What follows belongs to an exercise in optimizing a design on an open flow for small area, a short achievable clock period and few clock cycles per item; a production flow would make more cautious choices. No functional check of the RTL was part of any run shown here.

[design/flow/flow/run.sh]
#!/bin/bash
set -euo pipefail
export SETUP_SLACK_MARGIN=11.3
export BUFFER_PORTS_ARGS="-buffer_cell sky130_fd_sc_hd__buf_1"
bash standard.sh > standard.log 2>&1
[design/flow/design.v]
`timescale 1ns / 1ps
module k_table(
    input [5:0] round,
    output reg [31:0] constant
    );
    always @*
    begin
    case (round)
        6'h00 : constant <= 32'h428a2f98;
        6'h01 : constant <= 32'h71374491;
        6'h02 : constant <= 32'hb5c0fbcf;
        6'h03 : constant <= 32'he9b5dba5;
        6'h04 : constant <= 32'h3956c25b;
        6'h05 : constant <= 32'h59f111f1;
        6'h06 : constant <= 32'h923f82a4;
        6'h07 : constant <= 32'hab1c5ed5;
        6'h08 : constant <= 32'hd807aa98;
        6'h09 : constant <= 32'h12835b01;
        6'h0a : constant <= 32'h243185be;
        6'h0b : constant <= 32'h550c7dc3;
        6'h0c : constant <= 32'h72be5d74;
        6'h0d : constant <= 32'h80deb1fe;
        6'h0e : constant <= 32'h9bdc06a7;
        6'h0f : constant <= 32'hc19bf174;
        6'h10 : constant <= 32'he49b69c1;
        6'h11 : constant <= 32'hefbe4786;
        6'h12 : constant <= 32'h0fc19dc6;
        6'h13 : constant <= 32'h240ca1cc;
        6'h14 : constant <= 32'h2de92c6f;
        6'h15 : constant <= 32'h4a7484aa;
        6'h16 : constant <= 32'h5cb0a9dc;
        6'h17 : constant <= 32'h76f988da;
        6'h18 : constant <= 32'h983e5152;
        6'h19 : constant <= 32'ha831c66d;
        6'h1a : constant <= 32'hb00327c8;
        6'h1b : constant <= 32'hbf597fc7;
        6'h1c : constant <= 32'hc6e00bf3;
        6'h1d : constant <= 32'hd5a79147;
        6'h1e : constant <= 32'h06ca6351;
        6'h1f : constant <= 32'h14292967;
        6'h20 : constant <= 32'h27b70a85;
        6'h21 : constant <= 32'h2e1b2138;
        6'h22 : constant <= 32'h4d2c6dfc;
        6'h23 : constant <= 32'h53380d13;
        6'h24 : constant <= 32'h650a7354;
        6'h25 : constant <= 32'h766a0abb;
        6'h26 : constant <= 32'h81c2c92e;
        6'h27 : constant <= 32'h92722c85;
        6'h28 : constant <= 32'ha2bfe8a1;
        6'h29 : constant <= 32'ha81a664b;
        6'h2a : constant <= 32'hc24b8b70;
        6'h2b : constant <= 32'hc76c51a3;
        6'h2c : constant <= 32'hd192e819;
        6'h2d : constant <= 32'hd6990624;
        6'h2e : constant <= 32'hf40e3585;
        6'h2f : constant <= 32'h106aa070;
        6'h30 : constant <= 32'h19a4c116;
        6'h31 : constant <= 32'h1e376c08;
        6'h32 : constant <= 32'h2748774c;
        6'h33 : constant <= 32'h34b0bcb5;
        6'h34 : constant <= 32'h391c0cb3;
        6'h35 : constant <= 32'h4ed8aa4a;
        6'h36 : constant <= 32'h5b9cca4f;
        6'h37 : constant <= 32'h682e6ff3;
        6'h38 : constant <= 32'h748f82ee;
        6'h39 : constant <= 32'h78a5636f;
        6'h3a : constant <= 32'h84c87814;
        6'h3b : constant <= 32'h8cc70208;
        6'h3c : constant <= 32'h90befffa;
        6'h3d : constant <= 32'ha4506ceb;
        6'h3e : constant <= 32'hbef9a3f7;
        default: constant <= 32'hc67178f2;
endcase
end
endmodule
`timescale 1ns / 1ps
module sha_round(start_state, p, result);
input [255:0] start_state;
input [31:0] p;
output [255:0] result;
function [63:0] csa;
    input [31:0] x;
    input [31:0] y;
    input [31:0] z;
    reg [31:0] cy;
    begin
        cy = (x & y) | (z & (x | y));
        csa = {cy[30:0], 1'b0, x ^ y ^ z};
    end
endfunction
function [63:0] c42;
    input [31:0] x;
    input [31:0] y;
    input [31:0] z;
    input [31:0] w;
    reg [31:0] t, co, ci, cy;
    begin
        co = (x & y) | (z & (x | y));
        ci = {co[30:0], 1'b0};
        t = x ^ y ^ z;
        cy = ((t ^ w) & ci) | (~(t ^ w) & w);
        c42 = {cy[30:0], 1'b0, t ^ w ^ ci};
    end
endfunction
wire [31:0] a = start_state[255:224];
wire [31:0] b = start_state[223:192];
wire [31:0] c = start_state[191:160];
wire [31:0] d = start_state[159:128];
wire [31:0] e = start_state[127:96];
wire [31:0] f = start_state[95:64];
wire [31:0] g = start_state[63:32];
wire [31:0] ch = (e & f) ^ (~e & g);
wire [31:0] ma = (a & b) | (c & (a | b));
wire [31:0] sum0 = {a[1:0], a[31:2]} ^ {a[12:0], a[31:13]} ^ {a[21:0], a[31:22]};
wire [31:0] sum1 = {e[5:0], e[31:6]} ^ {e[10:0], e[31:11]} ^ {e[24:0], e[31:25]};
wire [63:0] e2 = c42(p, d, ch, sum1);
wire [31:0] e_out = e2[31:0] + e2[63:32];
wire [63:0] a2 = c42(ch, ma, sum0, sum1);
wire [63:0] a3 = csa(p, a2[31:0], a2[63:32]);
wire [31:0] a_out = a3[31:0] + a3[63:32];
assign result = {a_out, a, b, c, e_out, e, f, g};
endmodule
`timescale 1ns / 1ps
module message_schedule(w0, w1, w9, w14, message);
input [31:0] w0;
input [31:0] w1;
input [31:0] w9;
input [31:0] w14;
output [31:0] message;
wire [31:0] s0 = {w1[6:0], w1[31:7]} ^ {w1[17:0], w1[31:18]} ^ {3'b0, w1[31:3]};
wire [31:0] s1 = {w14[16:0], w14[31:17]} ^ {w14[18:0], w14[31:19]} ^ {10'b0, w14[31:10]};
wire [31:0] p = w0 ^ w9 ^ s0;
wire [31:0] pc = (w0 & w9) | (s0 & (w0 | w9));
wire [31:0] pcs = {pc[30:0], 1'b0};
wire [31:0] q = p ^ pcs ^ s1;
wire [31:0] qc = (p & pcs) | (s1 & (p | pcs));
wire [31:0] qcs = {qc[30:0], 1'b0};
assign message = q + qcs;
endmodule
`timescale 1ns / 1ps
module sha_core #(parameter LOADLO = 0) (
    input clk,
    input ld,
    input [31:0] kn,
    input [255:0] init,
    input [31:0] init_h,
    input l63,
    input head_comp,
    input [31:0] head_alt,
    input [31:0] wa,
    input [31:0] we,
    input q61,
    input q62,
    input q63,
    input q64,
    output [255:0] st
);
    reg [255:0] s;
    reg [511:0] w;
    reg [31:0] p;
    wire [255:0] s_next;
    wire [31:0] wnew;
    sha_round core_op (
        .start_state (s),
        .p (p),
        .result (s_next)
    );
    message_schedule messages (
        .w0 (w[31:0]),
        .w1 (w[63:32]),
        .w9 (w[9*32 +: 32]),
        .w14 (w[14*32 +: 32]),
        .message (wnew)
    );
    wire [31:0] head = head_comp ? wnew : head_alt;
    wire [511:0] shifted = {head, w[511:32]};
    wire [31:0] hn = s[63:32];
    wire [31:0] wn = w[63:32];
    wire [31:0] pc = (hn & kn) | (wn & (hn | kn));
    wire [31:0] p_next = (hn ^ kn ^ wn) + {pc[30:0], 1'b0};
    always @(posedge clk) begin
        s[255:64] <= ld ? init[255:64] : s_next[255:64];
        s[63:32] <= ld ? init[63:32] : (l63 ? init_h : s_next[63:32]);
        p <= p_next;
        if (LOADLO) begin
            w[511:384] <= shifted[511:384];
            w[383:352] <= q61 ? we : shifted[383:352];                  
            w[351:320] <= shifted[351:320];
            w[319:288] <= q62 ? we : shifted[319:288];                  
            w[287:256] <= shifted[287:256];
            w[255:224] <= q61 ? wa : (q63 ? we : shifted[255:224]);     
            w[223:192] <= shifted[223:192];
            w[191:160] <= q62 ? wa : (q64 ? we : shifted[191:160]);     
            w[159:128] <= shifted[159:128];
            w[127:96]  <= q63 ? wa : shifted[127:96];                   
            w[95:64]   <= shifted[95:64];
            w[63:32]   <= q64 ? wa : shifted[63:32];                    
            w[31:0]    <= shifted[31:0];
        end else begin
            w <= shifted;
        end
    end
    assign st = s;
endmodule
`timescale 1ns / 1ps
module block_solver (
	input clk,
	input rst_n,
	input [255:0] midstate,
	input [95:0] header_leftovers,
	input [255:0] target,
	input [31:0] nonce_start,
	output [2:0] state_out,
	output [31:0] current_nonce
);
localparam [255:0] IV = {
	32'h6a09e667, 32'hbb67ae85, 32'h3c6ef372, 32'ha54ff53a,
	32'h510e527f, 32'h9b05688c, 32'h1f83d9ab, 32'h5be0cd19};
reg [5:0] t;         
reg ld;              
reg q61, q62, q63;   
reg p0, p1;          
reg [1:0] fill;      
reg done;
reg nosol;
reg [31:0] cur;      
reg [31:0] mwa, mwe;  
reg hlt, hgt, llt, lgt;    
reg [31:0] k_in;     
reg [31:0] k_out;    
reg [31:0] twa, twe;  
wire [31:0] k_rom;
k_table constants (.round(ld ? 6'd1 : (t == 6'd63 ? 6'd0 : t + 6'd2)), .constant(k_rom));
wire [255:0] s_in;
wire [255:0] s_out;
wire [31:0] feed = cur + {30'b0, fill == 2'd2, fill == 2'd1};
reg [31:0] in_alt;
always @(*) begin
	in_alt = 32'h0;
	if (ld) in_alt = 32'h00000280;
	else case (t)
		6'd49: in_alt = header_leftovers[95:64];
		6'd50: in_alt = header_leftovers[63:32];
		6'd51: in_alt = header_leftovers[31:0];
		6'd52: in_alt = feed;    
		6'd53: in_alt = 32'h80000000;
		default: in_alt = 32'h0;
	endcase
end
wire in_comp = !ld && (t < 6'd48);
wire [31:0] out_alt = p0 ? 32'h00000100 : (!ld && t == 6'd58 ? 32'h80000000 : 32'h0);
wire out_comp = !ld && !p0 && (t <= 6'd48);
always @(posedge clk) begin
	if (!ld && t == 6'd60) begin
		mwa <= midstate[159:128]; mwe <= midstate[31:0];
	end else if (q61) begin
		mwa <= midstate[191:160]; mwe <= midstate[63:32];
	end else if (q62) begin
		mwa <= midstate[223:192]; mwe <= midstate[95:64];
	end else begin
		mwa <= midstate[255:224]; mwe <= midstate[127:96];
	end
end
wire [31:0] h1a = s_in[255:224] + mwa;
wire [31:0] h1e = s_in[127:96] + mwe;
sha_core #(.LOADLO(0)) inner_core (
	.clk(clk), .ld(ld), .kn(k_in), .init(midstate), .init_h(midstate[31:0]), .l63(q63),
	.head_comp(in_comp), .head_alt(in_alt),
	.wa(32'b0), .we(32'b0), .q61(q61), .q62(q62), .q63(q63), .q64(ld), .st(s_in));
sha_core #(.LOADLO(1)) outer_core (
	.clk(clk), .ld(p0), .kn(k_out), .init(IV), .init_h(IV[31:0]), .l63(ld),
	.head_comp(out_comp), .head_alt(out_alt),
	.wa(h1a), .we(h1e), .q61(q61), .q62(q62), .q63(q63), .q64(ld), .st(s_out));
reg [1:0] lp;         
always @(posedge clk) lp <= q61 ? 2'd0 : lp + 2'd1;
reg [31:0] ia_w, ie_w;
always @(*) begin
	case (lp)
	2'd0: begin ia_w = IV[159:128]; ie_w = IV[31:0];   end
	2'd1: begin ia_w = IV[191:160]; ie_w = IV[63:32];  end
	2'd2: begin ia_w = IV[223:192]; ie_w = IV[95:64];  end
	default: begin ia_w = IV[255:224]; ie_w = IV[127:96]; end
	endcase
end
always @(posedge clk) begin
	if (q61) begin
		twa <= target[127:96];    twe <= target[255:224];
	end else if (q62) begin
		twa <= target[95:64];     twe <= target[223:192];
	end else if (q63) begin
		twa <= target[63:32];     twe <= target[191:160];
	end else begin
		twa <= target[31:0];      twe <= target[159:128];
	end
end
wire [31:0] h2a = s_out[255:224] + ia_w;
wire [31:0] h2e = s_out[127:96] + ie_w;
wire [31:0] hva = {h2a[7:0], h2a[15:8], h2a[23:16], h2a[31:24]};
wire [31:0] hve = {h2e[7:0], h2e[15:8], h2e[23:16], h2e[31:24]};
function [1:0] cmp32;
	input [31:0] x;
	input [31:0] y;
	reg [31:0] lt, gt;
	integer l, i;
	begin
		lt = ~x & y;
		gt = x & ~y;
		for (l = 1; l < 32; l = l * 2)
			for (i = 0; i < 32; i = i + 2 * l) begin
				lt[i] = lt[i + l] | (~gt[i + l] & lt[i]);
				gt[i] = gt[i + l] | (~lt[i + l] & gt[i]);
			end
		cmp32 = {lt[0], gt[0]};
	end
endfunction
wire hi_lt, hi_gt, lo_lt, lo_gt;
assign {hi_lt, hi_gt} = cmp32(hve, twe);
assign {lo_lt, lo_gt} = cmp32(hva, twa);
wire hlt_n = (hlt | (!hgt & hi_lt)) & !q62 | q62 & hi_lt;
wire hgt_n = (hgt | (!hlt & hi_gt)) & !q62 | q62 & hi_gt;
wire llt_n = (llt | (!lgt & lo_lt)) & !q62 | q62 & lo_lt;
wire lgt_n = (lgt | (!llt & lo_gt)) & !q62 | q62 & lo_gt;
wire found = hlt | (!hgt & llt);
wire last = &cur;    
wire step = p1 && !done && fill == 2'd2 && !found && !last;
always @(posedge clk) begin
	hlt <= hlt_n;
	hgt <= hgt_n;
	llt <= llt_n;
	lgt <= lgt_n;
	k_in <= k_rom;
	k_out <= k_in;
	if (!rst_n) begin
		t <= 6'd49;
		ld <= 1'b0;
		q61 <= 1'b0;
		q62 <= 1'b0;
		q63 <= 1'b0;
		p0 <= 1'b0;
		p1 <= 1'b0;
		fill <= 2'd0;
		done <= 1'b0;
		nosol <= 1'b0;
		cur <= nonce_start;
	end else begin
		if (!ld) t <= t + 6'd1;
		q61 <= !ld && (t == 6'd60);
		q62 <= q61;
		q63 <= q62;
		ld <= q63;
		p0 <= ld;
		p1 <= p0;
		cur <= cur + {31'b0, step};
		if (p1 && !done) begin
			if (fill != 2'd2) begin
				fill <= fill + 2'd1;
			end else if (found) begin
				done <= 1'b1;
			end else if (last) begin
				done <= 1'b1;
				nosol <= 1'b1;
			end
		end
	end
end
assign state_out = {1'b0, done, nosol};
assign current_nonce = cur;
endmodule
[design/flow/constraint.sdc]
create_clock -name core_clock -period 16.0 [get_ports {clk}]
set_input_delay 3.2000 -clock core_clock [delete_from_list [all_inputs] [get_ports {clk}]]
set_output_delay 3.2000 -clock core_clock [all_outputs]
set_load 0.01 [all_outputs]
[design/flow/standard.sh]
#!/bin/bash
# synth_recipe.tcl (not shown) runs the flow's synth.tcl, then flattens the netlist and writes it again
# the make line also repeats each setting of config.mk as NAME=value (left out here)
make -C /OpenROAD-flow-scripts/flow DESIGN_CONFIG=/design/flow/config.mk WORK_HOME=/design/flow/orfs CLKGATE_MAP_FILE= SYNTH_SCRIPT=/design/flow/synth_recipe.tcl "${@:-finish}"
[design/flow/config.mk]
export PLATFORM = sky130hd
export DESIGN_NAME = block_solver
export DESIGN_NICKNAME = block_solver
export VERILOG_FILES = /design/flow/design.v
export SDC_FILE = /design/flow/constraint.sdc
export NUM_CORES = 8
export LEC_CHECK = 0
export ABC_AREA = 1
export CAP_MARGIN = 20
export CORE_MARGIN = 2
export CORE_UTILIZATION = 55
export PLACE_DENSITY = 0.85
export SLEW_MARGIN = 20
==> metrics.yaml, run 1 <==
synth:
  synth_compound_area_share_pct: 13.8
  avg_synthesized_cell_area_sq_um: 7.88
  synth.cells.most_frequent: "nand2_1 (2421), dfxtp_1 (1782), inv_1 (1722)"
  synth-edff-count: 0
  post_synthesis_share_of_cell_area_spent_on_xor_and_xnor_gates_pct: 8.25
  postSynth.topFlopCell: "dfxtp_1"
  synth.yosys.seq_area_share_pct: 38.4
  netlist_instances: 11800
  yosysTopAreaCell: "dfxtp_1"
  asyncSetResetFlopFracSynth_pct: 0
  yosysWarnings: 5
  synth.area.top_cells: "dfxtp_1 (38%), nand2_1 (9.8%), fa_1 (8.2%)"
  main_combinational_cell_family_by_area_after_synthesis: "simple AND/OR/NAND/NOR gates"
  post_synth_mux_area_share_pct: 0
  synth.cell_area_sq_mm: 0.0929
  yosys.area_share.simple_pct: 17.3
  yosys.cell_types.count: 65
  synth-adder-area-share_pct: 13.7
  post-synth-top-area-fraction_pct: 38.4
  synth_most_common_cell: "nand2_1"
  ys_seq_elements: 1782
  synth_fp_nets: 13200
worst_setup_path:
  timing.critical_path.cells: "buf_1"
  reg2reg_depth: 19
  critPathCaptureType: "output pin"
  reg2reg_to: "inner_core.s[251]"
  path_class: "reg2out"
  critical_path_arrival_ns: 1.49
  setup.reg_to_reg.worst_slack_ns: 11.35
  critical_path.max_fanout: 5
  critPathSlowestCell: "dfxtp_1"
  worst_path_largest_cell_delay_ns: 0.43
  worst_setup_path_start_kind: "flop"
  crit-reg2reg-launch: "inner_core.s[246]"
  critical-path-top-delay-family: "flip-flops"
  worst-endpoint-required_ns: 12.80
  cp_num_buf_inv: 1
  path_depth: 1
grt:
  antenna_found_initial: 58
  grt_usage_pct: 40.0
  grt_start_max_net_pins: 174
  globalRoute.busiestLayer: "met2"
  grt.overflow.total: 0
  met1_usage_pct: 45.6
  grt_util_met2_pct: 63.2
  gr-usage-met3_pct: 8.17
  grt_pass1_wl_mm: 512
  first_global_vias: 80600
drt:
  detailedRoute.firstIterationViolations: 9390
  detailroute.via_count: 84200
  via_per_inst: 5.70
  antenna_left: 0
  routedWlPerCell_um: 24.0
  detail_route.first_pass.iterations: 7
  wl_mm: 355
  drc_errors: 0
clock_network:
  ctsLongestPathBuffers: 3
  hold_buffers: 0
  tritoncts_clock_tree: "done"
  cts.clk_slew.worst_paths_ns: 0.07
  cts_made_buffers: 179
  clkLatencyLatePin_ns: 0.90
  h_tree_lvl_count: 4
  tritoncts_num_sinks: 1782
  clockRootBuffer: "clkbuf_16"
finish:
  fin_area_sq_mm: 0.105
  area_growth_pct: 13.0
  nFillCells: 14300
  final_nets: 13800
  instances_no_fill: 14800
  layout-drive-gt1-share_pct: 6.25
min_path:
  worstHoldEndpoint: "outer_core.w[468]"
  worst_hold_startpoint: "outer_core.w[500]"
  min_delay_path_depth: 0
  hp-class: "reg2reg"
sta:
  setup_repair_after_global_routing_missed_its_margin: "true"
  final.setup_skew_ns: 0.102
  achievable-frequency_mhz: 213
  final_clock_period_utilization_by_the_worst_path_pct: 29.3
  timing_max_transition_violations_final: 0
  fin_setup_tns_ns: 0
  hold_slack_ns: 0.252
  slew-limit-headroom_pct: 23.2
  setup_viol: 0
  finalWorstPathRequiredPeriod_ns: 4.69
  tightestPinTransition_ns: 1.15
  final_hold_viol_count: 0
place:
  place_congestion: 1.06
  place.detailed.hpwl_mm: 278
  numPlacedInstances: 14400
  placed_standard_cell_area_sq_mm: 0.0972
  buffer_ports.inserted: 675
flow_run:
  max_cap_violations: 0
floorplan:
  fp.dieArea_sq_mm: 0.172
  floorplan.initialDensity_pct: 55.5
  floorplan.rows: 150
  core_area_sq_mm: 0.167
  chipWidth_um: 415
  die_h_um: 415
  boundaryPins: 677
status:
  status: "timing/DRC/antenna clean"
-- worst max path at each step --
| stage | start | end |
|---|---|---|
| 2_1_floorplan | inner_core.s[227] | inner_core.s[253] |
| 3_3_place_gp | inner_core.s[97] | inner_core.s[255] |
| 3_5_place_dp | inner_core.s[97] | inner_core.s[255] |
| 4_1_cts | cur[16] | current_nonce[16] |
| 5_1_grt | inner_core.s[247] | inner_core.s[255] |
| 6_report | cur[29] | current_nonce[29] |
-- flip-flops by register name (all words and copies together) (netlist names), 2 cells and up --
register      count
mwe              32
twa              32
outer_core.s    224
twe              32
mwa              32
cur              32
k_in             32
t                 6
outer_core.w    512
outer_core.p     32
inner_core.s    224
k_out            32
fill              2
lp                2
inner_core.w    512
inner_core.p     32
-- through the flow --
| stage | utilization (%) | worst slack (ns) |
|---|---|---|
| after global routing | 62.7 | 11.13 |
| after detailed placement | 58.1 | 10.60 |
| after floorplan | - | 11.58 |
| after global placement | 58.1 | 10.69 |
| after CTS | 62.1 | 11.30 |
| final | 62.7 | 11.31 |
-- placed cells by master (no fill, tap or decap), drive strengths merged, types with 22 or more instances in the layout --
cell type  synthesis  routed
a21boi            38      38
a21o              25      25
a21oi            682     682
a221oi            27      27
a22oi             34      34
a31oi            112     112
buf               56     757
clkbuf           285     233
clkinv             6      60
dfxtp           1782    1782
diode              0      45
fa               381     381
ha               386     386
inv             1736    1746
maj3              31      31
nand2           2439    2439
nand3            406     406
nand3b            24      24
nand4             75      75
nor2             746     746
nor3             104     104
o211ai            62      62
o21a              45      45
o21ai           1154    1154
o21bai            22      22
o22ai             50      50
o31ai             22      22
or2               76      76
xnor2            402     402
xor2             473     473
-- what timing repair did --
| action | CTS | global route |
|---|---|---|
| pin swaps | 12 | 52 |
| resized for setup | 125 | 232 |
| setup endpoints to repair | 92 | 91 |
| buffers inserted | 6 | 36 |
-- routing by layer --
layer	part of all wire [%]	vias to the layer above
li1	-	38900
met1	36	39000
met2	44	4856
met3	9.2	1471
met4	11	16
met5	0.026	-
-- area by class of cell --
class	count	area (sq um)	area share, %
Antenna cell	45	113	0.107
Clock buffer	232	4950	4.72
Clock inverter	100	1480	1.41
Inverter	1742	6570	6.26
Multi-Input combinational cell	7921	50000	47.6
Sequential cell	1782	35900	34.2
Tap cell	2204	2760	2.63
Timing Repair Buffer	758	3170	3.02
-- logic make-up after synthesis --
logic type / after synthesis
simple gates: 3916
compound gates: 2331
buf+inv: 2083
flops: 1782
xor+xnor: 875
fa+ha+maj: 798
other cells: 1
==> inputs of run 2 (changes only) <==
==> design/flow/flow/run.sh (replaced) <==
#!/bin/bash
set -euo pipefail
export SETUP_SLACK_MARGIN=11.5
export BUFFER_PORTS_ARGS="-buffer_cell sky130_fd_sc_hd__buf_1"
bash standard.sh > standard.log 2>&1
--- a/design/flow/config.mk
+++ b/design/flow/config.mk
@@ -9,5 +9,4 @@
 export CAP_MARGIN = 20
 export CORE_MARGIN = 2
 export CORE_UTILIZATION = 55
-export PLACE_DENSITY = 0.85
 export SLEW_MARGIN = 20
==> metrics.yaml, run 2 <==
sta:
  setup_viol: 0  # unchanged
  setup_repair_after_global_routing_missed_its_margin: "true"  # unchanged
  final_hold_viol_count: 0  # unchanged
  final_clock_period_utilization_by_the_worst_path_pct: 29.4  # was 29.3%
  finalWorstPathRequiredPeriod_ns: 4.70  # was 4.69 ns
  tightestPinTransition_ns: 1.17  # was 1.15 ns
  slew-limit-headroom_pct: 21.0  # was 23.2%
  achievable-frequency_mhz: 213  # about the same
  timing_max_transition_violations_final: 0  # unchanged
  fin_setup_tns_ns: 0  # unchanged
  final.setup_skew_ns: 0.0835  # was 0.102 ns
grt:
  grt_start_max_net_pins: 209  # was 174
  first_global_vias: 82700  # was 80600
  grt_pass1_wl_mm: 526  # was 512 mm
  antenna_found_initial: 31  # was 58
  grt.overflow.total: 0  # unchanged
  grt_usage_pct: 41.2  # was 40.0%
synth:
  yosysTopAreaCell: "dfxtp_1"  # unchanged
  synth-edff-count: 0  # unchanged
  ys_seq_elements: 1782  # unchanged
  synth.cells.most_frequent: "nand2_1 (2421), dfxtp_1 (1782), inv_1 (1722)"  # unchanged
  synth.yosys.seq_area_share_pct: 38.4  # unchanged
  synth_fp_nets: 13200  # unchanged
  avg_synthesized_cell_area_sq_um: 7.88  # unchanged
  netlist_instances: 11800  # unchanged
  synth.area.top_cells: "dfxtp_1 (38%), nand2_1 (9.8%), fa_1 (8.2%)"  # unchanged
  yosys.cell_types.count: 65  # unchanged
  yosysWarnings: 5  # unchanged
  postSynth.topFlopCell: "dfxtp_1"  # unchanged
  synth_most_common_cell: "nand2_1"  # unchanged
  synth.cell_area_sq_mm: 0.0929  # unchanged
  post-synth-top-area-fraction_pct: 38.4  # unchanged
  asyncSetResetFlopFracSynth_pct: 0  # unchanged
worst_setup_path:
  critPathLaunch: "inner_core.s[247]"  # was cur[29]
  cpMostUsedCell: "inv_2"
  worst-endpoint-required_ns: 16.71  # was 12.80 ns
  setup.reg_to_reg.worst_slack_ns: 11.30  # was 11.35 ns
  critical_path.endpoint: "inner_core.s[249]"  # was current_nonce[29]
  reg2reg_to: "inner_core.s[249]"  # was inner_core.s[251]
  critPathSlowestCell: "fa_1"  # was dfxtp_1
  worst_setup_path_start_kind: "flop"  # unchanged
  crit-reg2reg-launch: "inner_core.s[247]"  # was inner_core.s[246]
  critPathCaptureType: "flop"  # was output pin
  critical_path.max_fanout: 3  # was 5
  critical-path-top-delay-family: "adder cells"  # was flip-flops
  critical_path_arrival_ns: 5.41  # was 1.49 ns
  path_class: "reg2reg"  # was reg2out
  worst_path_largest_cell_delay_ns: 0.49  # was 0.43 ns
  cp_num_buf_inv: 9  # was 1
  reg2reg_depth: 28  # was 19
  path_depth: 28  # was 1
finish:
  mostFrequentLayoutCell: "nand2_1"  # unchanged
  multiInputGateArea_sq_mm: 0.0507  # was 0.0500 sq mm
  register_area_sq_mm: 0.0361  # was 0.0359 sq mm
  final_nets: 13900  # was 13800
  top_regs: "inner_core.w x512, outer_core.w x512"  # unchanged
  area_growth_pct: 15.2  # was 13.0%
  nFillCells: 14300  # about the same
  instances_no_fill: 14900  # was 14800
  layout-drive-gt1-share_pct: 8.44  # was 6.25%
  commonest_cells_after_routing_fill_and_taps_aside: "nand2_1 (2400), inv_1 (1699), dfxtp_1 (1617)"  # was nand2_1 (2409), inv_1 (1708), dfxtp_1 (1662)
status:
  status: "timing/DRC/antenna clean"  # unchanged
place:
  buffer_ports.inserted: 675  # unchanged
  numPlacedInstances: 14400  # about the same
  place.detailed.hpwl_mm: 288  # was 278 mm
  place_congestion: 1.08  # was 1.06
drt:
  drc_errors: 0  # unchanged
  routedWlPerCell_um: 24.7  # was 24.0 um
  antenna_left: 0  # unchanged
  detailroute.via_count: 85000  # was 84200
  detail_route.first_pass.iterations: 7  # unchanged
  via_per_inst: 5.72  # was 5.70
  wl_mm: 367  # was 355 mm
  detailedRoute.firstIterationViolations: 9086  # was 9390
min_path:
  worst_hold_startpoint: "outer_core.w[366]"  # was outer_core.w[500]
  hp-class: "reg2reg"  # unchanged
clock_network:
  cts_made_buffers: 182  # was 179
  tritoncts_num_sinks: 1782  # unchanged
  h_tree_lvl_count: 4  # unchanged
  clkLatencyLatePin_ns: 0.89  # was 0.90 ns
  cts.clk_slew.worst_paths_ns: 0.07  # about the same
  clockRootBuffer: "clkbuf_16"  # unchanged
  tritoncts_clock_tree: "done"  # unchanged
  ctsLongestPathBuffers: 3  # unchanged
floorplan:
  boundaryPins: 677  # unchanged
  chipWidth_um: 415  # unchanged
  floorplan.rows: 150  # unchanged
  fp.dieArea_sq_mm: 0.172  # unchanged
  floorplan.initialDensity_pct: 55.5  # unchanged
  die_h_um: 415  # unchanged
  core_area_sq_mm: 0.167  # unchanged
flow_run:
  max_cap_violations: 0  # unchanged
==> run 2: layout make-up <==
type,count,area share (%)
diodes,11,0.0257
clock buffers,239,4.74
clock inverters,102,1.48
inverters,1742,6.15
multi-input cells,7921,47.4
flip-flops and latches,1782,33.7
well taps,2204,2.58
repair buffers,856,3.94
==> run 2: per-stage QoR <==
step	worst slack [ns]	util [%]	hold slack [ns]	area (sq um)
floorplan	11.58	-	0.310	92900
global placement	10.27	58.1	0.309	97300
detailed placement	10.37	58.1	0.312	97300
CTS	11.26	62.9	0.269	105000
global route	11.12	63.9	0.279	107000
finish	11.30	63.9	0.268	107000
==> run 2: cells by family after synthesis <==
group / count (synthesis) / share of synthesized area, %
and+or+nand+nor: 3916 / 17.3
AOI/OAI and AO/OA: 2331 / 13.8
adders and majority gates: 798 / 13.7
other: 1 / 0.00404
DFF: 1782 / 38.4
xor gates and xnor gates: 875 / 8.25
buffers and inverters: 2083 / 8.48
==> run 2: repair_timing <==
action,in CTS,in global routing
pin swaps,54,89
gates resized for setup,372,315
endpoints found under the setup margin,125,130
buffers inserted,70,61
hold buffers,0,0
==> run 2: worst reg2reg max path: cells and delay by family (launching register included) <==
kind	cells	cell delay, ns
xor+xnor	5	0.85
simple gates	5	0.35
compound gates	5	0.77
flops	1	0.39
buf+inv	9	0.70
fa+ha+maj	4	1.47
==> run 2: how the worst min path moves through the flow <==
stage / to / slack [ns] / depth (start not counted)
finish: outer_core.w[334] / 0.27 / 0
global route: outer_core.w[334] / 0.28 / 0
CTS: outer_core.w[334] / 0.27 / 0
detailed placement: inner_core.w[115] / 0.31 / 0
global placement: inner_core.w[110] / 0.31 / 0
floorplan: inner_core.w[100] / 0.31 / 0
==> run 2: routing by layer <==
metal,global-route usage (%),share of wire [%],vias to the layer above
met5,0,0.062,-
met4,33.6,9.7,36
met3,8.38,8.6,1258
met2,67.0,46,4471
met1,47.0,36,40200
li1,-,-,39000
==> inputs of run 3 (changes only) <==
==> design/flow/flow/run.sh (replaced) <==
#!/bin/bash
set -euo pipefail
export SETUP_SLACK_MARGIN=11.3
export BUFFER_PORTS_ARGS="-buffer_cell sky130_fd_sc_hd__buf_1"
bash standard.sh > standard.log 2>&1
--- a/design/flow/config.mk
+++ b/design/flow/config.mk
@@ -9,4 +9,5 @@
 export CAP_MARGIN = 20
 export CORE_MARGIN = 2
 export CORE_UTILIZATION = 55
+export CTS_BUF_LIST = sky130_fd_sc_hd__clkbuf_4 sky130_fd_sc_hd__clkbuf_8 sky130_fd_sc_hd__clkbuf_16
 export SLEW_MARGIN = 20
==> metrics.yaml, run 3 <==
status:
  status: "timing/DRC/antenna clean"  # unchanged
finish:
  post-route-util_pct: 63.0  # was 63.9%
  register_area_sq_mm: 0.0360  # was 0.0361 sq mm
  final_nets: 13800  # was 13900
  top_regs: "inner_core.w x512, outer_core.w x512"  # unchanged
  multiInputGateArea_sq_mm: 0.0502  # was 0.0507 sq mm
  commonest_cells_after_routing_fill_and_taps_aside: "nand2_1 (2405), inv_1 (1706), dfxtp_1 (1647)"  # was nand2_1 (2400), inv_1 (1699), dfxtp_1 (1617)
  area_growth_pct: 13.6  # was 15.2%
  nFillCells: 14500  # was 14300
  mostFrequentLayoutCell: "nand2_1"  # unchanged
  layout-drive-gt1-share_pct: 6.88  # was 8.44%
worst_setup_path:
  cpMostUsedCell: "inv_1"  # was inv_2
  critical-path-top-delay-family: "adder cells"  # unchanged
  cp_num_buf_inv: 4  # was 9
  timing.critical_path.cells: "inv_1, o21ai_1, fa_1, inv_1, xor2_1, xnor2_1, fa_1, inv_1, ha_1, nand2_1, nor2_1, inv_1, o221a_2, o21ai_4, nand2_2, nand2_4, or2_2, nand3_1, o21ai_0"
  critPathCaptureType: "flop"  # unchanged
  worst-endpoint-required_ns: 16.70  # was 16.71 ns
  worst_setup_path_start_kind: "flop"  # unchanged
  worst_path_largest_cell_delay_ns: 0.71  # was 0.49 ns
  critPathSlowestCell: "dfxtp_1"  # was fa_1
  path_class: "reg2reg"  # unchanged
  critical_path.max_fanout: 5  # was 3
  critical_path_arrival_ns: 5.38  # was 5.41 ns
grt:
  grt_start_max_net_pins: 209  # unchanged
  grt_pass1_wl_mm: 522  # was 526 mm
  antenna_found_initial: 31  # unchanged
  grt_usage_pct: 40.9  # was 41.2%
  first_global_vias: 82100  # was 82700
  grt.overflow.total: 0  # unchanged
clock_network:
  ctsLongestPathBuffers: 3  # unchanged
  h_tree_lvl_count: 4  # unchanged
  tritoncts_num_sinks: 1782  # unchanged
  tritoncts_clock_tree: "done"  # unchanged
  clockRootBuffer: "clkbuf_16"  # unchanged
  hold_buffers: 0  # unchanged
  clkLatencyLatePin_ns: 0.89  # about the same
  cts.clk_slew.worst_paths_ns: 0.07  # about the same
  cts_made_buffers: 182  # unchanged
synth:
  synth.yosys.seq_area_share_pct: 38.4  # unchanged
  synth.cells.most_frequent: "nand2_1 (2421), dfxtp_1 (1782), inv_1 (1722)"  # unchanged
  avg_synthesized_cell_area_sq_um: 7.88  # unchanged
  post-synth-top-area-fraction_pct: 38.4  # unchanged
  synth_fp_nets: 13200  # unchanged
  synth.cell_area_sq_mm: 0.0929  # unchanged
  postSynth.topFlopCell: "dfxtp_1"  # unchanged
  yosys.cell_types.count: 65  # unchanged
  yosysTopAreaCell: "dfxtp_1"  # unchanged
  synth-edff-count: 0  # unchanged
  asyncSetResetFlopFracSynth_pct: 0  # unchanged
  netlist_instances: 11800  # unchanged
  synth.area.top_cells: "dfxtp_1 (38%), nand2_1 (9.8%), fa_1 (8.2%)"  # unchanged
  synth_most_common_cell: "nand2_1"  # unchanged
  ys_seq_elements: 1782  # unchanged
  yosysWarnings: 5  # unchanged
sta:
  setup_repair_after_global_routing_missed_its_margin: "true"  # unchanged
  final.setup_skew_ns: 0.0843  # was 0.0835 ns
  achievable-frequency_mhz: 213  # about the same
  timing_max_transition_violations_final: 0  # unchanged
  final_hold_viol_count: 0  # unchanged
  finalWorstPathRequiredPeriod_ns: 4.68  # was 4.70 ns
  slew-limit-headroom_pct: 21.9  # was 21.0%
  final_clock_period_utilization_by_the_worst_path_pct: 29.3  # was 29.4%
  fin_setup_tns_ns: 0  # unchanged
  setup_viol: 0  # unchanged
  tightestPinTransition_ns: 1.16  # was 1.17 ns
drt:
  detailroute.via_count: 84300  # was 85000
  antenna_left: 0  # unchanged
  detail_route.first_pass.iterations: 6  # was 7
  drc_errors: 0  # unchanged
  detailedRoute.firstIterationViolations: 8785  # was 9086
  wl_mm: 363  # was 367 mm
  routedWlPerCell_um: 24.6  # was 24.7 um
  via_per_inst: 5.71  # was 5.72
flow_run:
  max_cap_violations: 0  # unchanged
floorplan:
  fp.dieArea_sq_mm: 0.172  # unchanged
  boundaryPins: 677  # unchanged
  core_area_sq_mm: 0.167  # unchanged
  chipWidth_um: 415  # unchanged
  floorplan.initialDensity_pct: 55.5  # unchanged
  floorplan.rows: 150  # unchanged
  die_h_um: 415  # unchanged
place:
  place_congestion: 1.08  # unchanged
  place.detailed.hpwl_mm: 288  # unchanged
  buffer_ports.inserted: 675  # unchanged
min_path:
  hp-class: "reg2reg"  # unchanged
==> run 3: cell count changes in the layout (fill, tap and decap cells not counted), sizes merged <==
cell / delta
buf: -90
inv: +3
diode: +1
clkinvlp: -3
==> run 3: repair_timing <==
item / CTS / global route
pin swaps: 16 / 63
cloned: 0 / 0
buffers inserted: 7 / 34
resized for setup: 173 / 241
endpoints found under the hold margin: 0 / 0
endpoints found under the setup margin: 93 / 81
==> run 3: final timing paths <==
kind / endpoint / cells after the start / start / slack, ns
max: inner_core.s[251] / 19 / inner_core.s[120] / 11.32
max reg2reg: inner_core.s[251] / 19 / inner_core.s[120] / 11.32
min: outer_core.w[334] / 0 / outer_core.w[366] / 0.27
min reg2reg: outer_core.w[334] / 0 / outer_core.w[366] / 0.27
==> run 3: cell type report <==
cell class,instances,area share [%]
clock buffers,239,4.90
clock inverters,102,1.50
flip-flops and latches,1782,34.1
inverters,1742,6.22
diodes,12,0.0285
well taps,2204,2.61
multi-input cells,7921,47.6
repair buffers,766,3.09
==> run 3: layer usage <==
layer	vias to the layer above	share of wire [%]	global-route usage [%]	wire [um]
met5	-	0.058	0	210
met4	32	9.7	33.5	35200
met3	1263	8.5	7.93	30900
met2	4448	45	66.5	165000
met1	39800	36	46.9	132000
li1	38800	-	-	-
==> run 3: cell families (layout without fill, tap and decap cells) <==
| family | count (synthesis) | in the layout | synth area share, % |
|---|---|---|---|
| other cells | 1 | 13 | 0.00404 |
| buf+inv | 2083 | 2849 | 8.48 |
| xor+xnor | 875 | 875 | 8.25 |
| compound gates | 2331 | 2331 | 13.8 |
| flops | 1782 | 1782 | 38.4 |
| simple gates | 3916 | 3916 | 17.3 |
| fa+ha+maj | 798 | 798 | 13.7 |
==> run 3: through the flow <==
step | area [sq um] | setup slack (ns) | hold slack [ns] | instances
5_1_grt | 105000 | 11.13 | 0.279 | 14800
3_3_place_gp | 97300 | 10.27 | 0.309 | 14400
2_1_floorplan | 92900 | 11.58 | 0.310 | 11800
6_report | 106000 | 11.32 | 0.271 | 14800
4_1_cts | 104000 | 11.26 | 0.269 | 14700
3_5_place_dp | 97300 | 10.37 | 0.312 | 14400
==> run 3: worst reg2reg max path, cell delays in order, from the launching register on <==
cell	delay (ns)
dfxtp_1	0.71
inv_1	0.21
o21ai_1	0.46
fa_1	0.51
inv_1	0.10
xor2_1	0.27
xnor2_1	0.14
fa_1	0.50
inv_1	0.05
ha_1	0.38
nand2_1	0.13
nor2_1	0.05
inv_1	0.11
o221a_2	0.24
o21ai_4	0.08
nand2_2	0.08
nand2_4	0.06
or2_2	0.29
nand3_1	0.07
o21ai_0	0.11
==> inputs of run 4 (changes only) <==
--- a/design/flow/design.v
+++ b/design/flow/design.v
@@ -88,20 +88,6 @@
         csa = {cy[30:0], 1'b0, x ^ y ^ z};
     end
 endfunction
-function [63:0] c42;
-    input [31:0] x;
-    input [31:0] y;
-    input [31:0] z;
-    input [31:0] w;
-    reg [31:0] t, co, ci, cy;
-    begin
-        co = (x & y) | (z & (x | y));
-        ci = {co[30:0], 1'b0};
-        t = x ^ y ^ z;
-        cy = ((t ^ w) & ci) | (~(t ^ w) & w);
-        c42 = {cy[30:0], 1'b0, t ^ w ^ ci};
-    end
-endfunction
 wire [31:0] a = start_state[255:224];
 wire [31:0] b = start_state[223:192];
 wire [31:0] c = start_state[191:160];
@@ -113,10 +99,12 @@
 wire [31:0] ma = (a & b) | (c & (a | b));
 wire [31:0] sum0 = {a[1:0], a[31:2]} ^ {a[12:0], a[31:13]} ^ {a[21:0], a[31:22]};
 wire [31:0] sum1 = {e[5:0], e[31:6]} ^ {e[10:0], e[31:11]} ^ {e[24:0], e[31:25]};
-wire [63:0] e2 = c42(p, d, ch, sum1);
+wire [63:0] e1 = csa(p, d, ch);
+wire [63:0] e2 = csa(e1[31:0], e1[63:32], sum1);
 wire [31:0] e_out = e2[31:0] + e2[63:32];
-wire [63:0] a2 = c42(ch, ma, sum0, sum1);
-wire [63:0] a3 = csa(p, a2[31:0], a2[63:32]);
+wire [63:0] a1 = csa(p, ch, ma);
+wire [63:0] a2 = csa(sum0, sum1, a1[31:0]);
+wire [63:0] a3 = csa(a2[31:0], a2[63:32], a1[63:32]);
 wire [31:0] a_out = a3[31:0] + a3[63:32];
 assign result = {a_out, a, b, c, e_out, e, f, g};
 endmodule
@@ -144,7 +132,6 @@
     input [31:0] kn,
     input [255:0] init,
     input [31:0] init_h,
-    input l63,
     input head_comp,
     input [31:0] head_alt,
     input [31:0] wa,
@@ -174,13 +161,12 @@
     );
     wire [31:0] head = head_comp ? wnew : head_alt;
     wire [511:0] shifted = {head, w[511:32]};
-    wire [31:0] hn = s[63:32];
+    wire [31:0] hn = ld ? init_h : s[63:32];
     wire [31:0] wn = w[63:32];
     wire [31:0] pc = (hn & kn) | (wn & (hn | kn));
     wire [31:0] p_next = (hn ^ kn ^ wn) + {pc[30:0], 1'b0};
     always @(posedge clk) begin
-        s[255:64] <= ld ? init[255:64] : s_next[255:64];
-        s[63:32] <= ld ? init[63:32] : (l63 ? init_h : s_next[63:32]);
+        s <= ld ? init : s_next;
         p <= p_next;
         if (LOADLO) begin
             w[511:384] <= shifted[511:384];
@@ -225,6 +211,7 @@
 reg nosol;
 reg [31:0] cur;      
 reg [31:0] mwa, mwe;  
+reg [31:0] mid_h;    
 reg hlt, hgt, llt, lgt;    
 reg [31:0] k_in;     
 reg [31:0] k_out;    
@@ -233,7 +220,8 @@
 k_table constants (.round(ld ? 6'd1 : (t == 6'd63 ? 6'd0 : t + 6'd2)), .constant(k_rom));
 wire [255:0] s_in;
 wire [255:0] s_out;
-wire [31:0] feed = cur + {30'b0, fill == 2'd2, fill == 2'd1};
+wire [31:0] cur1 = cur + 32'd1;
+wire [31:0] feed = fill[1] ? {cur[31:1] + 31'd1, cur[0]} : (fill[0] ? cur1 : cur);
 reg [31:0] in_alt;
 always @(*) begin
 	in_alt = 32'h0;
@@ -251,6 +239,7 @@
 wire [31:0] out_alt = p0 ? 32'h00000100 : (!ld && t == 6'd58 ? 32'h80000000 : 32'h0);
 wire out_comp = !ld && !p0 && (t <= 6'd48);
 always @(posedge clk) begin
+	mid_h <= midstate[31:0];
 	if (!ld && t == 6'd60) begin
 		mwa <= midstate[159:128]; mwe <= midstate[31:0];
 	end else if (q61) begin
@@ -264,11 +253,11 @@
 wire [31:0] h1a = s_in[255:224] + mwa;
 wire [31:0] h1e = s_in[127:96] + mwe;
 sha_core #(.LOADLO(0)) inner_core (
-	.clk(clk), .ld(ld), .kn(k_in), .init(midstate), .init_h(midstate[31:0]), .l63(q63),
+	.clk(clk), .ld(ld), .kn(k_in), .init(midstate), .init_h(mid_h),
 	.head_comp(in_comp), .head_alt(in_alt),
 	.wa(32'b0), .we(32'b0), .q61(q61), .q62(q62), .q63(q63), .q64(ld), .st(s_in));
 sha_core #(.LOADLO(1)) outer_core (
-	.clk(clk), .ld(p0), .kn(k_out), .init(IV), .init_h(IV[31:0]), .l63(ld),
+	.clk(clk), .ld(p0), .kn(k_out), .init(IV), .init_h(IV[31:0]),
 	.head_comp(out_comp), .head_alt(out_alt),
 	.wa(h1a), .we(h1e), .q61(q61), .q62(q62), .q63(q63), .q64(ld), .st(s_out));
 reg [1:0] lp;         
@@ -297,32 +286,20 @@
 wire [31:0] h2e = s_out[127:96] + ie_w;
 wire [31:0] hva = {h2a[7:0], h2a[15:8], h2a[23:16], h2a[31:24]};
 wire [31:0] hve = {h2e[7:0], h2e[15:8], h2e[23:16], h2e[31:24]};
-function [1:0] cmp32;
-	input [31:0] x;
-	input [31:0] y;
-	reg [31:0] lt, gt;
-	integer l, i;
-	begin
-		lt = ~x & y;
-		gt = x & ~y;
-		for (l = 1; l < 32; l = l * 2)
-			for (i = 0; i < 32; i = i + 2 * l) begin
-				lt[i] = lt[i + l] | (~gt[i + l] & lt[i]);
-				gt[i] = gt[i + l] | (~lt[i + l] & gt[i]);
-			end
-		cmp32 = {lt[0], gt[0]};
-	end
-endfunction
-wire hi_lt, hi_gt, lo_lt, lo_gt;
-assign {hi_lt, hi_gt} = cmp32(hve, twe);
-assign {lo_lt, lo_gt} = cmp32(hva, twa);
+wire [32:0] hi_d = {1'b0, hve} - {1'b0, twe};
+wire [32:0] lo_d = {1'b0, hva} - {1'b0, twa};
+wire hi_eq = hve == twe;
+wire lo_eq = hva == twa;
+wire hi_lt = hi_d[32];
+wire hi_gt = !hi_d[32] && !hi_eq;
+wire lo_lt = lo_d[32];
+wire lo_gt = !lo_d[32] && !lo_eq;
 wire hlt_n = (hlt | (!hgt & hi_lt)) & !q62 | q62 & hi_lt;
 wire hgt_n = (hgt | (!hlt & hi_gt)) & !q62 | q62 & hi_gt;
 wire llt_n = (llt | (!lgt & lo_lt)) & !q62 | q62 & lo_lt;
 wire lgt_n = (lgt | (!llt & lo_gt)) & !q62 | q62 & lo_gt;
 wire found = hlt | (!hgt & llt);
 wire last = &cur;    
-wire step = p1 && !done && fill == 2'd2 && !found && !last;
 always @(posedge clk) begin
 	hlt <= hlt_n;
 	hgt <= hgt_n;
@@ -350,7 +327,6 @@
 		ld <= q63;
 		p0 <= ld;
 		p1 <= p0;
-		cur <= cur + {31'b0, step};
 		if (p1 && !done) begin
 			if (fill != 2'd2) begin
 				fill <= fill + 2'd1;
@@ -359,6 +335,8 @@
 			end else if (last) begin
 				done <= 1'b1;
 				nosol <= 1'b1;
+			end else begin
+				cur <= cur1;
 			end
 		end
 	end
--- a/design/flow/config.mk
+++ b/design/flow/config.mk
@@ -8,6 +8,5 @@
 export ABC_AREA = 1
 export CAP_MARGIN = 20
 export CORE_MARGIN = 2
-export CORE_UTILIZATION = 55
-export CTS_BUF_LIST = sky130_fd_sc_hd__clkbuf_4 sky130_fd_sc_hd__clkbuf_8 sky130_fd_sc_hd__clkbuf_16
+export CORE_UTILIZATION = 40
 export SLEW_MARGIN = 20
==> metrics.yaml, run 4 <==
status:
  status: "timing/DRC/antenna clean"  # unchanged
synth:
  yosys.area_share.simple_pct: 21.0  # was 17.3%
  synth.yosys.seq_area_share_pct: 37.3  # was 38.4%
  synth_most_common_cell: "nand2_1"  # unchanged
  avg_synthesized_cell_area_sq_um: 7.71  # was 7.88 sq um
  synth.area.top_cells: "dfxtp_1 (36%), nand2_1 (12%), fa_1 (10%)"  # was dfxtp_1 (38%), nand2_1 (9.8%), fa_1 (8.2%)
  synth_fp_nets: 14300  # was 13200
  post_synthesis_share_of_cell_area_spent_on_xor_and_xnor_gates_pct: 5.82  # was 8.25%
  main_combinational_cell_family_by_area_after_synthesis: "simple AND/OR/NAND/NOR gates"  # unchanged
  synth.cell_area_sq_mm: 0.0982  # was 0.0929 sq mm
  yosysTopAreaCell: "dfxtp_1"  # unchanged
  synth.cells.most_frequent: "nand2_1 (3094), inv_1 (1912), dfxtp_1 (1782)"  # was nand2_1 (2421), dfxtp_1 (1782), inv_1 (1722)
  post-synth-top-area-fraction_pct: 36.3  # was 38.4%
  post_synth_mux_area_share_pct: 0.0204  # was 0%
  netlist_instances: 12700  # was 11800
  yosysWarnings: 5  # unchanged
  ys_seq_elements: 1814  # was 1782
  postSynth.topFlopCell: "dfxtp_1"  # unchanged
  synth_compound_area_share_pct: 10.7  # was 13.8%
  synth-edff-count: 32  # was 0
  yosys.cell_types.count: 56  # was 65
  synth-adder-area-share_pct: 16.1  # was 13.7%
  asyncSetResetFlopFracSynth_pct: 0  # unchanged
worst_setup_path:
  critical_path_arrival_ns: 1.62  # was 5.38 ns
  critPathLaunch: "cur[28]"  # was inner_core.s[120]
  cp_num_buf_inv: 1  # was 4
  worst_setup_path_start_kind: "flop"  # unchanged
  worst-endpoint-required_ns: 12.80  # was 16.70 ns
  critical-path-top-delay-family: "flip-flops"  # was adder cells
  critPathCaptureType: "output pin"  # was flop
  crit-reg2reg-launch: "outer_core.s[103]"  # was inner_core.s[120]
  path_class: "reg2out"  # was reg2reg
  worst_path_largest_cell_delay_ns: 0.51  # was 0.71 ns
  critPathSlowestCell: "edfxtp_1"  # was dfxtp_1
  critical_path.max_fanout: 2  # was 5
  timing.critical_path.cells: "clkbuf_2"  # was inv_1, o21ai_1, fa_1, inv_1, xor2_1, xnor2_1, fa_1, inv_1, ha_1, nand2_1, nor2_1, inv_1, o221a_2, o21ai_4, nand2_2, nand2_4, or2_2, nand3_1, o21ai_0
floorplan:
  floorplan.initialDensity_pct: 40.3  # was 55.5%
  core_area_sq_mm: 0.244  # was 0.167 sq mm
  floorplan.rows: 181  # was 150
  boundaryPins: 677  # unchanged
  fp.dieArea_sq_mm: 0.249  # was 0.172 sq mm
  chipWidth_um: 499  # was 415 um
  die_h_um: 499  # was 415 um
sta:
  setup_repair_after_global_routing_missed_its_margin: "true"  # unchanged
  achievable-frequency_mhz: 208  # was 213 MHz
  setup_viol: 0  # unchanged
  final_hold_viol_count: 0  # unchanged
  slew-limit-headroom_pct: 27.1  # was 21.9%
  final_clock_period_utilization_by_the_worst_path_pct: 30.1  # was 29.3%
  fin_setup_tns_ns: 0  # unchanged
  final.setup_skew_ns: 0.102  # was 0.0843 ns
  finalWorstPathRequiredPeriod_ns: 4.82  # was 4.68 ns
  timing_max_transition_violations_final: 0  # unchanged
  tightestPinTransition_ns: 1.08  # was 1.16 ns
clock_network:
  h_tree_lvl_count: 4  # unchanged
  clkLatencyLatePin_ns: 0.92  # was 0.89 ns
  cts_made_buffers: 192  # was 182
  cts.clk_slew.worst_paths_ns: 0.07  # about the same
  hold_buffers: 0  # unchanged
  tritoncts_num_sinks: 1814  # was 1782
  ctsLongestPathBuffers: 3  # unchanged
  clockRootBuffer: "clkbuf_16"  # unchanged
  tritoncts_clock_tree: "done"  # unchanged
grt:
  grt_start_max_net_pins: 120  # was 209
  grt.overflow.total: 0  # unchanged
  grt_usage_pct: 31.0  # was 40.9%
  antenna_found_initial: 45  # was 31
  first_global_vias: 83000  # was 82100
  grt_pass1_wl_mm: 566  # was 522 mm
min_path:
  hp-class: "reg2reg"  # unchanged
  worst_hold_startpoint: "outer_core.w[228]"  # was outer_core.w[366]
drt:
  detailroute.via_count: 86500  # was 84300
  wl_mm: 395  # was 363 mm
  drc_errors: 0  # unchanged
  detail_route.first_pass.iterations: 6  # unchanged
  detailedRoute.firstIterationViolations: 8338  # was 8785
  antenna_left: 0  # unchanged
  via_per_inst: 5.17  # was 5.71
  routedWlPerCell_um: 23.6  # was 24.6 um
finish:
  layout-drive-gt1-share_pct: 5.06  # was 6.88%
  mostFrequentLayoutCell: "nand2_1"  # unchanged
  commonest_cells_after_routing_fill_and_taps_aside: "nand2_1 (3093), inv_1 (1906), dfxtp_1 (1736)"  # was nand2_1 (2405), inv_1 (1706), dfxtp_1 (1647)
  top_regs: "inner_core.w x512, outer_core.w x512"  # unchanged
  fin_area_sq_mm: 0.111  # was 0.106 sq mm
  area_growth_pct: 13.3  # was 13.6%
  nFillCells: 24800  # was 14500
  final_nets: 14900  # was 13800
place:
  placed_standard_cell_area_sq_mm: 0.104  # was 0.0973 sq mm
  place_congestion: 1.04  # was 1.08
  buffer_ports.inserted: 675  # unchanged
  place.detailed.hpwl_mm: 322  # was 288 mm
flow_run:
  max_cap_violations: 0  # unchanged
run 4: kinds of logic after synthesis:
logic type / after synthesis
other: 1
XOR/XNOR: 653
adder cells (fa/ha/maj): 969
buffers and inverters: 2316
AND/OR/NAND/NOR: 5037
multiplexers: 2
flip-flops: 1814
AO/OA/AOI/OAI: 1948
run 4: metal layers:
| metal | GRT usage, % | share of wire [%] | up-vias |
|---|---|---|---|
| met5 | 0 | 0.0084 | - |
| met4 | 17.5 | 6.6 | 6 |
| met3 | 4.67 | 7.1 | 930 |
| met2 | 50.7 | 46 | 3730 |
| met1 | 38.9 | 41 | 40600 |
| li1 | - | - | 41200 |
run 4: repair_timing:
item                       in CTS  in global routing
setup buffers                  37                  3
gates resized for setup        29                122
setup endpoints to repair      59                108
run 4: final timing paths:
kind | slack, ns | to | depth (start not counted)
hold reg to reg | 0.28 | outer_core.w[196] | 0
hold / removal | 0.28 | outer_core.w[196] | 0
setup reg to reg | 11.40 | outer_core.s[115] | 13
setup / recovery | 11.18 | current_nonce[28] | 1
run 4: per-stage QoR:
stage / hold WS, ns / cells / util [%] / setup slack [ns]
6_report: 0.280 / 16700 / 45.7 / 11.18
5_1_grt: 0.291 / 16700 / 45.7 / 11.15
4_1_cts: 0.279 / 16700 / 45.5 / 11.18
3_5_place_dp: 0.312 / 16300 / 42.6 / 10.95
3_3_place_gp: 0.310 / 16300 / 42.6 / 10.97
2_1_floorplan: 0.310 / 12700 / - / 11.51
run 4: area by class of cell:
class / instances / area, sq um / share of cell area, %
multi-input cells: 8610 / 52900 / 47.5
flip-flops and latches: 1814 / 36700 / 33.0
inverters: 1931 / 7280 / 6.54
clock buffers: 248 / 5420 / 4.87
well taps: 3202 / 4010 / 3.60
repair buffers: 779 / 3410 / 3.07
clock inverters: 108 / 1500 / 1.35
diodes: 33 / 82.6 / 0.0742
==> inputs of run 5 (changes only) <==
==> design/flow/flow/run.sh (replaced) <==
#!/bin/bash
set -euo pipefail
export SETUP_SLACK_MARGIN=11
export BUFFER_PORTS_ARGS="-buffer_cell sky130_fd_sc_hd__buf_1"
bash standard.sh > standard.log 2>&1
--- a/design/flow/config.mk
+++ b/design/flow/config.mk
@@ -5,7 +5,6 @@
 export SDC_FILE = /design/flow/constraint.sdc
 export NUM_CORES = 8
 export LEC_CHECK = 0
-export ABC_AREA = 1
 export CAP_MARGIN = 20
 export CORE_MARGIN = 2
 export CORE_UTILIZATION = 40
==> metrics.yaml, run 5 <==
finish:
  layout-drive-gt1-share_pct: 12.2  # was 5.06%
  post-route-util_pct: 46.3  # was 45.7%
  instances_no_fill: 12900  # was 16700
  mostFrequentLayoutCell: "dfxtp_1"  # was nand2_1
  commonest_cells_after_routing_fill_and_taps_aside: "dfxtp_1 (1690), inv_1 (887), buf_1 (674)"  # was nand2_1 (3093), inv_1 (1906), dfxtp_1 (1736)
  area_growth_pct: 15.1  # was 13.3%
  top_regs: "inner_core.w x512, outer_core.w x512"  # unchanged
  final_nets: 11300  # was 14900
synth:
  post_synthesis_share_of_cell_area_spent_on_xor_and_xnor_gates_pct: 8.61  # was 5.82%
  synth-adder-area-share_pct: 17.8  # was 16.1%
  synth.yosys.seq_area_share_pct: 40.1  # was 37.3%
  avg_synthesized_cell_area_sq_um: 9.97  # was 7.71 sq um
  synth.cells.most_frequent: "dfxtp_1 (1782), inv_1 (894), xnor2_1 (576)"  # was nand2_1 (3094), inv_1 (1912), dfxtp_1 (1782)
  synth_compound_area_share_pct: 12.5  # was 10.7%
  main_combinational_cell_family_by_area_after_synthesis: "adder cells"  # was simple AND/OR/NAND/NOR gates
  post-synth-top-area-fraction_pct: 39.1  # was 36.3%
  synth-edff-count: 32  # unchanged
  netlist_instances: 9156  # was 12700
  synth.cell_area_sq_mm: 0.0913  # was 0.0982 sq mm
  synth.area.top_cells: "dfxtp_1 (39%), fa_1 (11%), ha_1 (6.1%)"  # was dfxtp_1 (36%), nand2_1 (12%), fa_1 (10%)
  synth_fp_nets: 10700  # was 14300
  synth_most_common_cell: "dfxtp_1"  # was nand2_1
  yosys.cell_types.count: 85  # was 56
  yosysTopAreaCell: "dfxtp_1"  # unchanged
  ys_seq_elements: 1814  # unchanged
  asyncSetResetFlopFracSynth_pct: 0  # unchanged
  post_synth_mux_area_share_pct: 6.66  # was 0.0204%
  yosys.area_share.simple_pct: 8.89  # was 21.0%
  yosysWarnings: 5  # unchanged
  postSynth.topFlopCell: "dfxtp_1"  # unchanged
sta:
  fin_setup_tns_ns: 0  # unchanged
  hold_slack_ns: 0.287  # was 0.280 ns
  final_hold_viol_count: 0  # unchanged
  timing_max_transition_violations_final: 0  # unchanged
  setup_repair_after_global_routing_missed_its_margin: "true"  # unchanged
  slew-limit-headroom_pct: 13.3  # was 27.1%
  finalWorstPathRequiredPeriod_ns: 4.91  # was 4.82 ns
  achievable-frequency_mhz: 204  # was 208 MHz
  final_clock_period_utilization_by_the_worst_path_pct: 30.7  # was 30.1%
  setup_viol: 0  # unchanged
  tightestPinTransition_ns: 1.30  # was 1.08 ns
  final.setup_skew_ns: 0.0562  # was 0.102 ns
drt:
  wl_mm: 319  # was 395 mm
  antenna_left: 0  # unchanged
  routedWlPerCell_um: 24.7  # was 23.6 um
  via_per_inst: 5.28  # was 5.17
  detailroute.via_count: 68200  # was 86500
  drc_errors: 0  # unchanged
  detail_route.first_pass.iterations: 8  # was 6
  detailedRoute.firstIterationViolations: 5438  # was 8338
worst_setup_path:
  worst_setup_path_start_kind: "flop"  # unchanged
  path_class: "reg2reg"  # was reg2out
  critPathCaptureType: "flop"  # was output pin
  critical_path.max_fanout: 6  # was 2
  worst_path_largest_cell_delay_ns: 0.50  # was 0.51 ns
  cp_num_buf_inv: 2  # was 1
  critical-path-top-delay-family: "compound AO/OA/AOI/OAI gates"  # was flip-flops
  timing.critical_path.cells: "mux2_4, fa_1, inv_1, fa_1, inv_1, ha_2, a2111o_1, o211ai_2, nand2_1, o41a_1, a41o_1, o41a_1, a31oi_4, xnor2_1, mux2_2"  # was clkbuf_2
  worst-endpoint-required_ns: 16.74  # was 12.80 ns
  critical_path_arrival_ns: 5.65  # was 1.62 ns
  critPathSlowestCell: "fa_1"  # was edfxtp_1
place:
  buffer_ports.inserted: 675  # unchanged
  place.detailed.hpwl_mm: 251  # was 322 mm
  numPlacedInstances: 12500  # was 16300
  place_congestion: 0.978  # was 1.04
status:
  status: "timing/DRC/antenna clean"  # unchanged
floorplan:
  floorplan.initialDensity_pct: 40.2  # was 40.3%
  die_h_um: 482  # was 499 um
  floorplan.rows: 175  # was 181
  chipWidth_um: 482  # was 499 um
  boundaryPins: 677  # unchanged
  fp.dieArea_sq_mm: 0.232  # was 0.249 sq mm
  core_area_sq_mm: 0.227  # was 0.244 sq mm
grt:
  antenna_found_initial: 23  # was 45
  globalRoute.busiestLayer: "met2"  # unchanged
  grt_util_met2_pct: 43.0  # was 50.7%
  grt.overflow.total: 0  # unchanged
  gr-usage-met3_pct: 3.32  # was 4.67%
  grt_pass1_wl_mm: 456  # was 566 mm
  grt_start_max_net_pins: 103  # was 120
  met1_usage_pct: 37.2  # was 38.9%
  first_global_vias: 67200  # was 83000
  grt_usage_pct: 26.8  # was 31.0%
clock_network:
  clkLatencyLatePin_ns: 0.87  # was 0.92 ns
  cts.clk_slew.worst_paths_ns: 0.06  # was 0.07 ns
  ctsLongestPathBuffers: 3  # unchanged
  clockRootBuffer: "clkbuf_16"  # unchanged
  tritoncts_clock_tree: "done"  # unchanged
  cts_made_buffers: 195  # was 192
  tritoncts_num_sinks: 1814  # unchanged
  h_tree_lvl_count: 4  # unchanged
flow_run:
  max_cap_violations: 0  # unchanged
min_path:
  hp-class: "reg2reg"  # unchanged
## run 5: cell types whose count changed after synthesis, sizes merged, moves of 366 or more
cell	previous run	this run
nor2	873	496
nand3	744	101
o21ai	1041	486
mux2	0	366
nand2	3111	502
inv	1925	894
## run 5: worst paths after layout
check,start,to,slack [ns],cells past startpoint
setup reg to reg,inner_core.s[104],inner_core.s[127],11.09,15
hold reg to reg,outer_core.w[498],outer_core.w[466],0.29,0
setup / recovery,inner_core.s[104],inner_core.s[127],11.09,15
hold / removal,outer_core.w[498],outer_core.w[466],0.29,0
## run 5: final cells by class
type / count / area, sq um
Inverter: 897 / 3390
Antenna cell: 9 / 22.5
Clock buffer: 254 / 5420
Fill cell: 21400 / 122000
Multi-Input combinational cell: 6022 / 50600
Clock inverter: 108 / 1430
Tap cell: 3009 / 3760
Sequential cell: 1814 / 36800
Timing Repair Buffer: 802 / 3590
## run 5: repair_timing
action | 4_1_cts | 5_1_grt
hold buffers | 0 | 0
pin swaps | 20 | 54
setup buffers | 23 | 35
endpoints found under the setup margin | 87 | 74
gates cloned | 0 | 0
resized for setup | 166 | 180
## run 5: layer usage
layer | part of all wire (%) | wire (um)
met1 | 45 | 143000
met2 | 46 | 145000
met3 | 6.0 | 19200
met5 | 0.0085 | 27
met4 | 3.5 | 11300
## run 5: cell families after synthesis
kind of cell | Yosys count
flip-flops | 1814
AO/OA/AOI/OAI | 1834
XOR/XNOR | 897
other | 1
buffers and inverters | 1320
AND/OR/NAND/NOR | 1724
multiplexers | 560
adder cells (fa/ha/maj) | 1006
## run 5: through the flow
stage                     area, sq um  setup slack (ns)
after CTS                      104000             11.00
after global routing           105000             10.88
final                          105000             11.09
after floorplan                 91300             11.11
after detailed placement        96600              9.76
after global placement          96600              9.76

afterwards: timing with drivers on the ports:
In the flow no input, the clock included, has a driving cell. The finished layouts below were timed again as built, in two steps.
Step 1 assumes that a clkbuf_16 drives the clock port and a buf_2 every other input.
Step 2 also shifts input and output timing later by t, the mid clock arrival at the registers, as if the neighbouring blocks saw the same clock.
a / b / c = ideal ports / drivers / drivers and shift; a / b = the first two.
run	t, ns	slack for setup (ns)	slew at the worst register clock pin (ns)	worst slew at a driven data input, ns
run 1	0.949	11.306 / 11.209 / 11.304	0.08 / 0.08	0.36
run 2	0.939	11.297 / 11.297 / 11.066	0.07 / 0.07	0.13
run 3	0.950	11.316 / 11.236 / 11.073	0.08 / 0.08	0.12
run 4	0.972	11.184 / 11.078 / 11.054	0.07 / 0.07	0.28
run 5	0.933	11.092 / 11.070 / 10.897	0.07 / 0.07	0.24
After both steps every run listed still meets setup and hold. For run 3, which loses most, drivers alone change the setup slack by -0.080 ns; drivers and shift together by -0.243 ns.
